Context: an optimization exercise on an open-source flow, tuned for small area and a short achievable clock period. The choices shown serve that exercise and are no tape-out recipe. Function was checked by simulation only, so behaviour that the tests miss may differ from the original.

==> run P: inputs <==
==> flow/design.v (excerpt) <==
module fixed_point_alu (
    input clk,
    input rst,
    input [1:0] op,
    input signed [15:0] a,
    input signed [15:0] b,
    output signed [23:0] out,
    output overflow
);
export LEC_CHECK = 0
export ABC_AREA = 1
export CAP_MARGIN = 20
export CORE_MARGIN = 2
export CORE_UTILIZATION = 40
export SLEW_MARGIN = 20
create_clock -name core_clock -period 60.0 [get_ports {clk}]
standard.sh (not shown) runs the stock make flow with config.mk's settings and CLKGATE_MAP_FILE= SYNTH_SCRIPT=/design/flow/synth_recipe.tcl, a recipe that flattens the netlist after the stock synthesis.
==> flow/flow/run.sh <==
#!/bin/bash
# The standard layout (standard.sh), with timing repair asked for more setup
# slack than the clock needs, so that it sizes up the critical paths.
export SETUP_SLACK_MARGIN=23

bash standard.sh > standard.log 2>&1
==> run F (differences from run P) <==
--- a/flow/design.v
+++ b/flow/design.v
@@ -352,53 +352,53 @@
     assign q1[12] = (&E[15:12]) & ~d1_r12_t[12];
     wire [11:0] d1_rn12 = q1[12] ? d1_r12_t[11:0] : d1_p12;
     wire [14:0] d1_rem12 = {3'd0, d1_rn12[11:0]};
     wire [12:0] d1_p11 = {d1_rem12[11:0], N[11]};
     wire [13:0] d1_r11_t = {1'b0, d1_p11} + {1'b1, E[12:0]} + cin;
     assign q1[11] = (&E[15:13]) & ~d1_r11_t[13];
     wire [12:0] d1_rn11 = q1[11] ? d1_r11_t[12:0] : d1_p11;
     wire [14:0] d1_rem11 = {2'd0, d1_rn11[12:0]};
-    wire [13:0] d1_p10 = {d1_rem11[12:0], N[10]};
-    wire [14:0] d1_r10_t = {1'b0, d1_p10} + {1'b1, E[13:0]} + cin;
-    assign q1[10] = (&E[15:14]) & ~d1_r10_t[14];
-    wire [13:0] d1_rn10 = q1[10] ? d1_r10_t[13:0] : d1_p10;
-    wire [14:0] d1_rem10 = {1'd0, d1_rn10[13:0]};
     reg [1:0] op_r;
     reg [23:0] res_r;   
     reg [14:0] e_r;     
     reg cin_r, a15_r;
-    reg [4:0] remh_r;   
-    reg [1:0] n_r;     
+    reg [3:0] remh_r;   
+    reg [2:0] n_r;     
     always @(posedge clk or posedge rst) begin
         if (rst) begin
             op_r <= 2'd0;
             res_r <= 24'd0;
         end else begin
             op_r <= op;
             case (op)
                 2'b00, 2'b01: res_r <= {{7{addsub[16]}}, addsub};
                 2'b10: res_r <= prod[31:8];
-                default: res_r <= {q1[23:10], d1_rem10[9:0]};
+                default: res_r <= {q1[23:11], d1_rem11[10:0]};
             endcase
         end
     end
     always @(posedge clk) begin
         e_r <= E[14:0];
         cin_r <= cin;
         a15_r <= a[15];
-        n_r <= na[1:0];
-        remh_r <= d1_rem10[14:10];
+        n_r <= na[2:0];
+        remh_r <= d1_rem11[14:11];
     end
     wire [15:0] E2 = {1'b1, e_r};
-    wire [14:0] rem2 = {remh_r, res_r[9:0]};
-    wire [23:0] N2 = {14'd0, n_r, 8'd0};
+    wire [14:0] rem2 = {remh_r, res_r[10:0]};
+    wire [23:0] N2 = {13'd0, n_r, 8'd0};
     wire [23:0] q;
-    assign q[23:10] = res_r[23:10];
-    wire [14:0] d2_p9 = {rem2[13:0], N2[9]};
+    assign q[23:11] = res_r[23:11];
+    wire [13:0] d2_p10 = {rem2[12:0], N2[10]};
+    wire [14:0] d2_r10_t = {1'b0, d2_p10} + {1'b1, E2[13:0]} + cin_r;
+    assign q[10] = (&E2[15:14]) & ~d2_r10_t[14];
+    wire [13:0] d2_rn10 = q[10] ? d2_r10_t[13:0] : d2_p10;
+    wire [14:0] d2_rem10 = {1'd0, d2_rn10[13:0]};
+    wire [14:0] d2_p9 = {d2_rem10[13:0], N2[9]};
     wire [15:0] d2_r9_t = {1'b0, d2_p9} + {1'b1, E2[14:0]} + cin_r;
     assign q[9] = (&E2[15:15]) & ~d2_r9_t[15];
     wire [14:0] d2_rn9 = q[9] ? d2_r9_t[14:0] : d2_p9;
     wire [14:0] d2_rem9 = d2_rn9[14:0];
     wire [15:0] d2_p8 = {d2_rem9[14:0], N2[8]};
     wire [16:0] d2_r8_t = {1'b0, d2_p8} + {1'b1, E2[15:0]} + cin_r;
     assign q[8] = 1'b1 & ~d2_r8_t[16];
     wire [15:0] d2_rn8 = q[8] ? d2_r8_t[15:0] : d2_p8;
==> flow/flow/run.sh (replaced) <==
#!/bin/bash
# Standard layout, with timing repair asked for more setup slack than the
# clock needs, so that the critical paths get sized up.
export SETUP_SLACK_MARGIN=27
bash standard.sh > standard.log 2>&1
==> run X (differences from run P) <==
--- a/flow/design.v
+++ b/flow/design.v
@@ -352,53 +352,53 @@
     assign q1[12] = (&E[15:12]) & ~d1_r12_t[12];
     wire [11:0] d1_rn12 = q1[12] ? d1_r12_t[11:0] : d1_p12;
     wire [14:0] d1_rem12 = {3'd0, d1_rn12[11:0]};
     wire [12:0] d1_p11 = {d1_rem12[11:0], N[11]};
     wire [13:0] d1_r11_t = {1'b0, d1_p11} + {1'b1, E[12:0]} + cin;
     assign q1[11] = (&E[15:13]) & ~d1_r11_t[13];
     wire [12:0] d1_rn11 = q1[11] ? d1_r11_t[12:0] : d1_p11;
     wire [14:0] d1_rem11 = {2'd0, d1_rn11[12:0]};
-    wire [13:0] d1_p10 = {d1_rem11[12:0], N[10]};
-    wire [14:0] d1_r10_t = {1'b0, d1_p10} + {1'b1, E[13:0]} + cin;
-    assign q1[10] = (&E[15:14]) & ~d1_r10_t[14];
-    wire [13:0] d1_rn10 = q1[10] ? d1_r10_t[13:0] : d1_p10;
-    wire [14:0] d1_rem10 = {1'd0, d1_rn10[13:0]};
     reg [1:0] op_r;
     reg [23:0] res_r;   
     reg [14:0] e_r;     
     reg cin_r, a15_r;
-    reg [4:0] remh_r;   
-    reg [1:0] n_r;     
+    reg [3:0] remh_r;   
+    reg [2:0] n_r;     
     always @(posedge clk or posedge rst) begin
         if (rst) begin
             op_r <= 2'd0;
             res_r <= 24'd0;
         end else begin
             op_r <= op;
             case (op)
                 2'b00, 2'b01: res_r <= {{7{addsub[16]}}, addsub};
                 2'b10: res_r <= prod[31:8];
-                default: res_r <= {q1[23:10], d1_rem10[9:0]};
+                default: res_r <= {q1[23:11], d1_rem11[10:0]};
             endcase
         end
     end
     always @(posedge clk) begin
         e_r <= E[14:0];
         cin_r <= cin;
         a15_r <= a[15];
-        n_r <= na[1:0];
-        remh_r <= d1_rem10[14:10];
+        n_r <= na[2:0];
+        remh_r <= d1_rem11[14:11];
     end
     wire [15:0] E2 = {1'b1, e_r};
-    wire [14:0] rem2 = {remh_r, res_r[9:0]};
-    wire [23:0] N2 = {14'd0, n_r, 8'd0};
+    wire [14:0] rem2 = {remh_r, res_r[10:0]};
+    wire [23:0] N2 = {13'd0, n_r, 8'd0};
     wire [23:0] q;
-    assign q[23:10] = res_r[23:10];
-    wire [14:0] d2_p9 = {rem2[13:0], N2[9]};
+    assign q[23:11] = res_r[23:11];
+    wire [13:0] d2_p10 = {rem2[12:0], N2[10]};
+    wire [14:0] d2_r10_t = {1'b0, d2_p10} + {1'b1, E2[13:0]} + cin_r;
+    assign q[10] = (&E2[15:14]) & ~d2_r10_t[14];
+    wire [13:0] d2_rn10 = q[10] ? d2_r10_t[13:0] : d2_p10;
+    wire [14:0] d2_rem10 = {1'd0, d2_rn10[13:0]};
+    wire [14:0] d2_p9 = {d2_rem10[13:0], N2[9]};
     wire [15:0] d2_r9_t = {1'b0, d2_p9} + {1'b1, E2[14:0]} + cin_r;
     assign q[9] = (&E2[15:15]) & ~d2_r9_t[15];
     wire [14:0] d2_rn9 = q[9] ? d2_r9_t[14:0] : d2_p9;
     wire [14:0] d2_rem9 = d2_rn9[14:0];
     wire [15:0] d2_p8 = {d2_rem9[14:0], N2[8]};
     wire [16:0] d2_r8_t = {1'b0, d2_p8} + {1'b1, E2[15:0]} + cin_r;
     assign q[8] = 1'b1 & ~d2_r8_t[16];
     wire [15:0] d2_rn8 = q[8] ? d2_r8_t[15:0] : d2_p8;
==> flow/flow/run.sh (replaced) <==
#!/bin/bash
# Standard layout, with timing repair asked for more setup slack than the
# clock needs, so that the critical paths get sized up.
export SETUP_SLACK_MARGIN=20
bash standard.sh > standard.log 2>&1
==> metrics.csv <==
stage;metric;value;unit
cells_and_area;area delta synth->final;14.0;%
critical_path;Worst EP arrival;35.49;ns
global_routing;GRT Overall Usage;0.248;
cells_and_area;final std cells w/o fill;4009;
global_routing;global-route wire length before repair;111000;um
critical_path;crit start category;primary input;
logic_synthesis;Synth Register Bits;49;
cells_and_area;NonClk Buf Share;0.0715;
placed_design;GPL Wtd Cong;0.944;
run_status;status;timing/DRC/antenna clean;
cells_and_area;layout filler cell count;5518;
floorplanning;Die Area;0.0554;mm^2
timing;unrepaired setup endpoints after global routing;false;
logic_synthesis;xor/xnor cell area share of the yosys netlist;0.140;
timing;Tcrit/Tclk final;0.589;
The numbers above come from run P.

==> metrics.csv <==
stage;metric;value;unit
logic_synthesis;dominant cells by area after synthesis;ha_1 15%, fa_1 13%, nand2_1 12%, xor2_1 11%, inv_1 7.4%;
cells_and_area;Area-dominant class;multi-input gates;
clock_tree;Post-CTS Setup Bufs;101;
cells_and_area;area delta synth->final;31.6;%
cells_and_area;final std cells w/o fill;4233;
critical_path;Worst EP arrival;20.52;ns
global_routing;GRT Overall Usage;0.263;
cells_and_area;biggest regs;res_r: 24 flops, e_r: 15 flops, n_r: 3 flops;
logic_synthesis;xor/xnor cell area share of the yosys netlist;0.140;
drt;Remaining DRCs;0;
cells_and_area;layout filler cell count;5099;
timing;hold_ws;11.92;ns
logic_synthesis;Syn Area/Cell;6.71;um^2
run_status;status;timing/DRC/antenna clean;
cells_and_area;NonClk Buf Share;0.114;
timing;Tcrit/Tclk final;0.542;
timing;unrepaired setup endpoints after global routing;true;
logic_synthesis;Synth Register Bits;48;
floorplanning;Die Area;0.0561;mm^2
critical_path;crit start category;flop;
The numbers above come from run F.

==> metrics.csv <==
stage;metric;value;unit
critical_path;crit start category;flop;
clock_tree;Post-CTS Setup Bufs;0;
cells_and_area;register name with the most flops;res_r;
logic_synthesis;synth cell count leaders;667 x nand2_1, 428 x inv_1, 274 x xor2_1;
logic_synthesis;Post-synth ARST share;0.542;
placed_design;GPL Wtd Cong;0.938;
cells_and_area;final std cells w/o fill;3944;
timing;Tcrit/Tclk final;0.624;
clock_tree;post_cts resized;1;
critical_path;Worst EP arrival;25.44;ns
cells_and_area;NonClk Buf Share;0.0420;
logic_synthesis;yosys warns;1;
logic_synthesis;xor/xnor cell area share of the yosys netlist;0.140;
global_routing;global-route wire length before repair;112000;um
cells_and_area;layout filler cell count;5676;
timing;unrepaired setup endpoints after global routing;true;
run_status;status;timing/DRC/antenna clean;
cells_and_area;area delta synth->final;7.66;%
logic_synthesis;Synth Register Bits;48;
global_routing;GRT Overall Usage;0.250;
The numbers above come from run X.

[static timing again, ports no longer ideal]
No port has a modelled driver above. Below, the same layouts with a new extraction and two added sets of constraints.
Step 1, drivers: a clkbuf_16 drives clk and a buf_2 each remaining input, both assumed.
Step 2 adds t to the input delays and takes it off the output delays; t is the mean of the earliest and latest rising clock arrival at the registers after step 1. Input paths then give back, and output paths get back, about the clock's delay inside the block.
Slacks: ideal / step 1 / step 2; pairs: ideal / step 1.
run | t (ns) | setup WS [ns] | worst hold slack (ns) | latest minus earliest clock arrival (ns) | worst register clock-pin slew, ns
run P | 0.330 | 24.673 / 24.688 / 24.358 | 12.070 / 12.051 / 12.380 | 0.013 / 0.013 | 0.07 / 0.07
run F | 0.350 | 27.476 / 27.431 / 27.781 | 11.916 / 11.891 / 12.242 | 0.012 / 0.011 | 0.07 / 0.07
run X | 0.330 | 22.558 / 22.518 / 22.686 | 12.229 / 12.209 / 12.538 | 0.015 / 0.015 | 0.07 / 0.07
After both steps setup and hold are still met in every run listed. The setup slack of run P, which loses most, moves by +0.015 ns with the drivers and by -0.315 ns with both steps.
